This is an optimization exercise on Yosys and OpenROAD, whose aim is small area, not a production implementation.
The RTL was checked by simulation tests, not by an equivalence proof against the original design.
The clock input has no modelled driver; a real chip could not lean on it and would need a root buffer or a full tree.
Power figures rest on the tool's default switching activity, not on a simulated workload.

the baseline:
==> flow/design.v <==
module counter_sat(clk, clear, ready);
   parameter WIDTH = 12;
   parameter [WIDTH-1:0] START = 0;
   parameter [WIDTH-1:0] TAPS = 0;
   input  clk;
   input  clear;
   output ready;
   reg [WIDTH-1:0] s;
   wire low_zero = ~|s[WIDTH-2:0];
   wire fb = (^(s & TAPS)) & ~low_zero;
   always @(posedge clk)
     if (clear)
       s <= START;
     else
       s <= {s[WIDTH-2:0], fb};
   assign ready = low_zero & ~s[WIDTH-1];
endmodule
module binary_counter(v, down, inc, u);
   input  [7:0] v;
   input        down;
   input        inc;
   output [7:0] u;
   wire [7:0] w = v ^ {8{down}};
   wire [7:0] t;
   assign t[0] = inc;
   genvar i;
   generate
      for (i = 1; i < 8; i = i + 1) begin : g
         assign t[i] = t[i-1] & w[i-1];
      end
   endgenerate
   assign u = v ^ t;
endmodule
module gray_counter(clk, load, d, q);
   input            clk;
   input            load;
   input      [7:0] d;
   output reg [7:0] q;
   always @(posedge clk)
     if (load)
       q <= d;
endmodule
module life_1d(clk, rs, count_en, rst_n, event0, event1, d, q, timer);
   parameter RULE150 = 0;
   input            clk;
   input            rs;         
   input            count_en;
   input            rst_n;
   input            event0;
   input            event1;
   input      [7:0] d;          
   output reg [7:0] q;
   output reg [11:0] timer;
   reg run;
   wire low_zero = ~|timer[10:0];
   wire fb = timer[11] ^ timer[7] ^ timer[1] ^ timer[0] ^ low_zero;
   wire gen = run & low_zero & ~timer[11];
   always @(posedge clk)
     if (rst_n & (run | count_en))
       timer <= {timer[10:0], fb};
     else
       timer <= 12'h001;
   always @(posedge clk)
     if (rs)
       run <= 1'b0;
     else if (event1)
       run <= ~run;
   wire [7:0] nxt;
   genvar i;
   generate
      for (i = 0; i < 8; i = i + 1) begin : g
         wire l = q[(i + 1) % 8];
         wire c = q[i];
         wire r = q[(i + 7) % 8];
         if (RULE150)
           assign nxt[i] = l ^ c ^ r;
         else
           assign nxt[i] = l ^ (c | r);
      end
   endgenerate
   always @(posedge clk)
     if (rs | (~run & event0))
       q <= d;
     else if (gen)
       q <= nxt;
endmodule
module bemicro_top(
   input  wire CLK_FPGA_50M,
   input  wire RST_N,
   input  wire CPU_RST_N,
   input  wire PBSW_N,
   output wire F_LED0,
   output wire F_LED1,
   output wire F_LED2,
   output wire F_LED3,
   output wire F_LED4,
   output wire F_LED5,
   output wire F_LED6,
   output wire F_LED7
   );
   wire clk = CLK_FPGA_50M;
   reg         rst_done;            
   wire [11:0] t2;                  
   wire        rs = ~(RST_N & rst_done);
   wire        t2_is31;
   always @(posedge clk)
     rst_done <= RST_N & (rst_done | t2_is31);
   reg [1:0] pb_s0, pb_s1, pb_in;
   always @(posedge clk) begin
      pb_s0 <= {PBSW_N, CPU_RST_N};
      pb_s1 <= pb_s0;
      pb_in <= pb_s1;
   end
   wire p0 = ~pb_in[0];
   wire p1 = ~pb_in[1];
   wire r0, r1;
   counter_sat #(.WIDTH(12), .START(12'hd41), .TAPS(12'h883)) PB0_CNTR
     (.clk(clk), .clear(p0 | ~rst_done), .ready(r0));
   counter_sat #(.WIDTH(10), .START(10'h177), .TAPS(10'h204)) PB1_CNTR
     (.clk(clk), .clear(p1 | ~rst_done), .ready(r1));
   wire e0 = p0 & ~p1 & r0;
   wire e1 = p1 & ~p0 & r1;
   wire em = p0 & p1 & (r0 | r1);
   reg [1:0] mode;
   always @(posedge clk)
     if (rs)
       mode <= 2'd0;
     else if (em)
       mode <= mode + 2'd1;
   wire sel0 = (mode == 2'd0) & rst_done;   
   wire sel1 = (mode == 2'd1);
   wire sel2 = (mode == 2'd2);
   wire sel3 = (mode == 2'd3);
   wire [7:0] c0, c1, l2, l3;
   wire [7:0] v = ({8{sel0}} & c0) | ({8{sel1}} & c1) |
                  ({8{sel2}} & l2) | ({8{sel3}} & l3);
   wire [7:0] u;
   binary_counter step_unit(.v(v), .down(~e0), .inc(rst_done), .u(u));
   wire run2, run3;
   gray_counter counter0(.clk(clk), .load(~rst_done | (sel0 & (e0 | e1))), .d(u), .q(c0));
   gray_counter counter1(.clk(clk), .load(~rst_done | (sel1 & (e0 | e1))), .d(u), .q(c1));
   life_1d #(.RULE150(0)) life_1d_0
     (.clk(clk), .rs(~rst_done), .count_en(~rst_done), .rst_n(RST_N),
      .event0(sel2 & e0), .event1(sel2 & e1), .d(u), .q(l2), .timer(t2));
   life_1d #(.RULE150(1)) life_1d_1
     (.clk(clk), .rs(~rst_done), .count_en(1'b0), .rst_n(1'b1),
      .event0(sel3 & e0), .event1(sel3 & e1), .d(u), .q(l3), .timer());
   assign t2_is31 = t2[11] & ~t2[8] & ~t2[2];
   wire [7:0] led = v ^ ({1'b0, v[7:1]} & {8{sel1}});
   assign {F_LED0,F_LED1,F_LED2,F_LED3,F_LED4,F_LED5,F_LED6,F_LED7} = ~led;
endmodule
clock: 5.0 ns
lec_check: 0
cap_margin: 20
core_margin: 2
core_utilization: 40
slew_margin: 20
run.sh (not shown) runs the stock make flow with config.mk's settings and CLKGATE_MAP_FILE= SYNTH_SCRIPT=/design/flow/synth_recipe.tcl, a recipe that flattens the netlist after the stock synthesis.
Edits applied to the flow inputs when going from the baseline to the candidate:
-- flow/design.v --
<<< the baseline, line 16
   assign ready = low_zero & ~s[WIDTH-1];
endmodule
module binary_counter(v, down, inc, u);
   input  [7:0] v;
   input        down;
   input        inc;
   output [7:0] u;
   wire [7:0] w = v ^ {8{down}};
   wire [7:0] t;
   assign t[0] = inc;
   genvar i;
   generate
>>> the candidate, line 16
   assign ready = low_zero & ~s[WIDTH-1];
endmodule
module binary_counter(v, down, clr, u);
   input  [7:0] v;
   input        down;
   input        clr;
   output [7:0] u;
   wire [7:0] w = v ^ {8{down}};
   wire [7:0] t;
   assign t[0] = 1'b1;
   genvar i;
   generate
<<< the baseline, line 30
      end
   endgenerate
   assign u = v ^ t;
endmodule
module gray_counter(clk, load, d, q);
>>> the candidate, line 30
      end
   endgenerate
   assign u = (v ^ t) & {8{~clr}};
endmodule
module gray_counter(clk, load, d, q);
<<< the baseline, line 116
   wire r0, r1;
   counter_sat #(.WIDTH(12), .START(12'hd41), .TAPS(12'h883)) PB0_CNTR
     (.clk(clk), .clear(p0 | ~rst_done), .ready(r0));
   counter_sat #(.WIDTH(10), .START(10'h177), .TAPS(10'h204)) PB1_CNTR
     (.clk(clk), .clear(p1 | ~rst_done), .ready(r1));
   wire e0 = p0 & ~p1 & r0;
   wire e1 = p1 & ~p0 & r1;
>>> the candidate, line 116
   wire r0, r1;
   counter_sat #(.WIDTH(12), .START(12'hd41), .TAPS(12'h883)) PB0_CNTR
     (.clk(clk), .clear(p0 | rs), .ready(r0));
   counter_sat #(.WIDTH(10), .START(10'h177), .TAPS(10'h204)) PB1_CNTR
     (.clk(clk), .clear(p1 | rs), .ready(r1));
   wire e0 = p0 & ~p1 & r0;
   wire e1 = p1 & ~p0 & r1;
<<< the baseline, line 128
     else if (em)
       mode <= mode + 2'd1;
   wire sel0 = (mode == 2'd0) & rst_done;   
   wire sel1 = (mode == 2'd1);
   wire sel2 = (mode == 2'd2);
   wire sel3 = (mode == 2'd3);
   wire [7:0] c0, c1, l2, l3;
   wire [7:0] v = ({8{sel0}} & c0) | ({8{sel1}} & c1) |
                  ({8{sel2}} & l2) | ({8{sel3}} & l3);
   wire [7:0] u;
   binary_counter step_unit(.v(v), .down(~e0), .inc(rst_done), .u(u));
   wire run2, run3;
   gray_counter counter0(.clk(clk), .load(~rst_done | (sel0 & (e0 | e1))), .d(u), .q(c0));
   gray_counter counter1(.clk(clk), .load(~rst_done | (sel1 & (e0 | e1))), .d(u), .q(c1));
   life_1d #(.RULE150(0)) life_1d_0
     (.clk(clk), .rs(~rst_done), .count_en(~rst_done), .rst_n(RST_N),
      .event0(sel2 & e0), .event1(sel2 & e1), .d(u), .q(l2), .timer(t2));
   life_1d #(.RULE150(1)) life_1d_1
     (.clk(clk), .rs(~rst_done), .count_en(1'b0), .rst_n(1'b1),
      .event0(sel3 & e0), .event1(sel3 & e1), .d(u), .q(l3), .timer());
   assign t2_is31 = t2[11] & ~t2[8] & ~t2[2];
>>> the candidate, line 128
     else if (em)
       mode <= mode + 2'd1;
   wire sel0 = (mode == 2'd0);
   wire sel1 = (mode == 2'd1);
   wire sel2 = (mode == 2'd2);
   wire sel3 = (mode == 2'd3);
   wire [7:0] c0, c1, l2, l3;
   reg  [7:0] v;
   always @*
     case (mode)
       2'd0: v = c0;
       2'd1: v = c1;
       2'd2: v = l2;
       default: v = l3;
     endcase
   wire [7:0] u;
   binary_counter step_unit(.v(v), .down(~e0), .clr(rs), .u(u));
   wire run2, run3;
   gray_counter counter0(.clk(clk), .load(rs | (sel0 & (e0 | e1))), .d(u), .q(c0));
   gray_counter counter1(.clk(clk), .load(rs | (sel1 & (e0 | e1))), .d(u), .q(c1));
   life_1d #(.RULE150(0)) life_1d_0
     (.clk(clk), .rs(rs), .count_en(~rst_done), .rst_n(RST_N),
      .event0(sel2 & e0), .event1(sel2 & e1), .d(u), .q(l2), .timer(t2));
   life_1d #(.RULE150(1)) life_1d_1
     (.clk(clk), .rs(rs), .count_en(1'b0), .rst_n(1'b1),
      .event0(sel3 & e0), .event1(sel3 & e1), .d(u), .q(l3), .timer());
   assign t2_is31 = t2[11] & ~t2[8] & ~t2[2];
Notes after the runs:
Of the candidate and the baseline, the higher core utilization belongs to the baseline.
From the baseline to the candidate the numbers moved as follows: final design instance area without fill picked up an extra 1.2%; net total in the final layout picked up an extra 13.
In the candidate relative to the baseline, reported leakage power had gone down by a few percent.
Synthesized area divided by synthesized cell count: the candidate < the baseline
From the baseline to the candidate the numbers moved as follows: total via count in the routed design increased by 115 relative to the old numbers, flip-flop and latch count closely matched the old numbers, global-route usage closely matched the old numbers.
Total power of the candidate is lower than that of the baseline.

* * *

== v10 ==
RTL: the design.v shown in full above, as it stands there.
==> flow/config.mk <==
export PLATFORM = sky130hd
export DESIGN_NAME = bemicro_top
export DESIGN_NICKNAME = bemicro_top
export VERILOG_FILES = /design/flow/design.v
export SDC_FILE = /design/flow/constraint.sdc
export NUM_CORES = 4
export LEC_CHECK = 0
export CAP_MARGIN = 20
export CORE_MARGIN = 2
export CORE_UTILIZATION = 40
export SLEW_MARGIN = 20
==> flow/constraint.sdc <==
create_clock -name core_clock -period 5.0 [get_ports {CLK_FPGA_50M}]
set_input_delay 1.0000 -clock core_clock [delete_from_list [all_inputs] [get_ports {CLK_FPGA_50M}]]
set_output_delay 1.0000 -clock core_clock [all_outputs]
set_load 0.01 [all_outputs]
standard.sh (not shown) runs the stock make flow with config.mk's settings and CLKGATE_MAP_FILE= SYNTH_SCRIPT=/design/flow/synth_recipe.tcl, a recipe that flattens the netlist after the stock synthesis.
==> flow/flow/run.sh <==
#!/bin/bash
# Layout flow: the standard ORFS flow (standard.sh), with two changes:
#  - the port buffers are sky130_fd_sc_hd__buf_1 cells;
#  - after CTS, the clock tree is rebuilt as CK_K buffers (CK_BUF) driven by
#    the clock port, each at the centre of its group of flip-flops
#    (flow/clock_tree.tcl); routing and finishing then run as standard.
# Each tool's output goes to its own log in this folder.
set -euo pipefail
export BUFFER_PORTS_ARGS="-buffer_cell sky130_fd_sc_hd__buf_1"
export CTS_ARGS="-sink_clustering_enable -repair_clock_nets -dont_use_dummy_load"
bash standard.sh cts > standard_to_cts.log 2>&1
RES=$PWD/orfs/results/$FLOW_PLATFORM/bemicro_top/base
PLATFORM_DIR=$FLOW_HOME/platforms/$FLOW_PLATFORM \
CK_K=${CK_K:-4} CK_BUF=${CK_BUF:-sky130_fd_sc_hd__clkbuf_16} \
IN_DB=$RES/4_cts.odb IN_SDC=$RES/4_cts.sdc OUT_DB=$RES/4_cts.odb \
  openroad -no_init -exit flow/clock_tree.tcl > clock_tree.log 2>&1
bash standard.sh > standard_finish.log 2>&1
Other scripts of this flow, unchanged in this note and not shown: flow/flow/clock_tree.tcl
[inputs] v26 vs v10
==> flow/design.v <==
module counter_sat(clk, rclear, clear, ready, q);
   parameter WIDTH = 12;
   parameter [WIDTH-1:0] START = 0;
   parameter [WIDTH-1:0] RSTART = 0;
   parameter [WIDTH-1:0] TAPS = 0;
   input              clk;
   input              rclear;
   input              clear;
   output             ready;
   output [WIDTH-1:0] q;
   reg [WIDTH-1:0] s;
   wire low_zero = ~|s[WIDTH-2:0];
   wire fb = (^(s & TAPS)) & ~low_zero;
   always @(posedge clk)
     if (rclear)
       s <= RSTART;
     else if (clear)
       s <= START;
     else
       s <= {s[WIDTH-2:0], fb};
   assign ready = low_zero & ~s[WIDTH-1];
   assign q = s;
endmodule
module binary_counter(v, down, inc, u);
   input  [7:0] v;
   input        down;
   input        inc;
   output [7:0] u;
   wire [7:0] w = v ^ {8{down}};
   wire [7:0] t;
   assign t[0] = inc;
   genvar i;
   generate
      for (i = 1; i < 8; i = i + 1) begin : g
         assign t[i] = t[i-1] & w[i-1];
      end
   endgenerate
   assign u = v ^ t;
endmodule
module gray_counter(clk, load, d, q);
   input            clk;
   input            load;
   input      [7:0] d;
   output reg [7:0] q;
   always @(posedge clk)
     if (load)
       q <= d;
endmodule
module life_1d(clk, rs, event0, event1, d, q);
   parameter RULE150 = 0;
   input            clk;
   input            rs;         
   input            event0;
   input            event1;
   input      [7:0] d;          
   output reg [7:0] q;
   reg        run;
   reg [11:0] timer;
   wire low_zero = ~|timer[10:0];
   wire fb = timer[11] ^ timer[7] ^ timer[1] ^ timer[0] ^ low_zero;
   wire gen = run & low_zero & timer[11];
   always @(posedge clk)
     timer <= {timer[10:0], run & fb};
   always @(posedge clk)
     if (rs)
       run <= 1'b0;
     else if (event1)
       run <= ~run;
   wire [7:0] nxt;
   genvar i;
   generate
      for (i = 0; i < 8; i = i + 1) begin : g
         wire l = q[(i + 1) % 8];
         wire c = q[i];
         wire r = q[(i + 7) % 8];
         if (RULE150)
           assign nxt[i] = l ^ c ^ r;
         else
           assign nxt[i] = l ^ (c | r);
      end
   endgenerate
   always @(posedge clk)
     if (rs | (~run & event0))
       q <= d;
     else if (gen)
       q <= nxt;
endmodule
module bemicro_top(
   input  wire CLK_FPGA_50M,
   input  wire RST_N,
   input  wire CPU_RST_N,
   input  wire PBSW_N,
   output wire F_LED0,
   output wire F_LED1,
   output wire F_LED2,
   output wire F_LED3,
   output wire F_LED4,
   output wire F_LED5,
   output wire F_LED6,
   output wire F_LED7
   );
   wire clk = CLK_FPGA_50M;
   reg         rst_done;            
   wire        rs = ~(RST_N & rst_done);
   wire [11:0] f0;
   wire        f0_is_r31 = ~f0[11] & ~f0[6] & ~f0[1];  
   always @(posedge clk)
     rst_done <= RST_N & (rst_done | f0_is_r31);
   reg [1:0] pb_s0, pb_s1, pb_in;
   always @(posedge clk) begin
      pb_s0 <= {PBSW_N, CPU_RST_N};
      pb_s1 <= pb_s0;
      pb_in <= pb_s1;
   end
   wire p0 = ~pb_in[0];
   wire p1 = ~pb_in[1];
   wire r0, r1;
   counter_sat #(.WIDTH(12), .START(12'hd41), .RSTART(12'h570), .TAPS(12'h883)) PB0_CNTR
     (.clk(clk), .rclear(~RST_N), .clear(p0 & rst_done), .ready(r0), .q(f0));
   counter_sat #(.WIDTH(10), .START(10'h177), .TAPS(10'h204)) PB1_CNTR
     (.clk(clk), .rclear(1'b0), .clear(p1 | ~rst_done), .ready(r1), .q());
   wire e0 = p0 & ~p1 & r0;
   wire e1 = p1 & ~p0 & r1;
   wire em = p0 & p1 & (r0 | r1);
   reg [1:0] mode;
   always @(posedge clk)
     if (rs)
       mode <= 2'd0;
     else if (em)
       mode <= mode + 2'd1;
   wire sel0 = (mode == 2'd0) & rst_done;   
   wire sel1 = (mode == 2'd1);
   wire sel2 = (mode == 2'd2);
   wire sel3 = (mode == 2'd3);
   wire [7:0] c0, c1, l2, l3;
   wire [7:0] v = ({8{sel0}} & c0) | ({8{sel1}} & c1) |
                  ({8{sel2}} & l2) | ({8{sel3}} & l3);
   wire [7:0] u;
   binary_counter step_unit(.v(v), .down(~e0), .inc(rst_done), .u(u));
   gray_counter counter0(.clk(clk), .load(~rst_done | (sel0 & (e0 | e1))), .d(u), .q(c0));
   gray_counter counter1(.clk(clk), .load(~rst_done | (sel1 & (e0 | e1))), .d(u), .q(c1));
   life_1d #(.RULE150(0)) life_1d_0
     (.clk(clk), .rs(~rst_done), .event0(sel2 & e0), .event1(sel2 & e1), .d(u), .q(l2));
   life_1d #(.RULE150(1)) life_1d_1
     (.clk(clk), .rs(~rst_done), .event0(sel3 & e0), .event1(sel3 & e1), .d(u), .q(l3));
   wire [7:0] led = v ^ ({1'b0, v[7:1]} & {8{sel1}});
   assign {F_LED0,F_LED1,F_LED2,F_LED3,F_LED4,F_LED5,F_LED6,F_LED7} = ~led;
endmodule
[summary]
- The higher power per cell area came out of v26.
- The higher synthesized cell count of v26 and v10 is in v10.
- Summary: with v10 as the reference, combinational power in v26 moved up by more than 100%.
- Compared with v10, placement density in the core of v26 is lower.
- Delta (v26 minus v10): switching share of total power increased by 5.1 points relative to the old numbers, multiplexer share of the synthesized area fell 0.37 points, clock latency at the later pin of the worst-skew pair has remained practically unchanged.
- Taking v10 as the reference, in v26 reg2reg setup slack has decreased; upper clock frequency limit has decreased.
- v10: no failed stages, no open violations at the end
- v26 went all the way through the flow, and no timing, DRC or antenna check failed.
No run of this note takes its clock network from TritonCTS; it comes from the design's own scripts or RTL.

==> re-timing with driven ports <==
The results above use ideal ports. As a check the final layouts listed here were re-extracted and re-timed, cells and wires unchanged. Step 1 sets driving cells, clkbuf_16 on the clock port and buf_2 on the other inputs (assumed; they add their load-dependent delay and slew). Step 2, shift: input delay + t, output delay - t, t = (earliest + latest rising clock arrival at the registers) / 2. This alone moves slack from input paths to output paths. Three values: no drivers, after step 1, after step 2; two values: the first two.
run | t (ns) | slack for setup (ns) | worst setup path after step 2 | worst data-port slew with drivers (ns) | cell pins on the clock port's net
the baseline | 0.377 | 1.262 / 1.231 / 1.608 | register to output | 0.03 | 1
the candidate | 0.378 | 1.115 / 1.085 / 1.463 | register to output | 0.03 | 1
v10 | 0.228 | 1.767 / 1.690 / 1.908 | register to register | 0.03 | 4
v26 | 0.231 | 1.703 / 1.619 / 1.703 | register to register | 0.03 | 4
After both steps setup and hold are still met in every run listed.
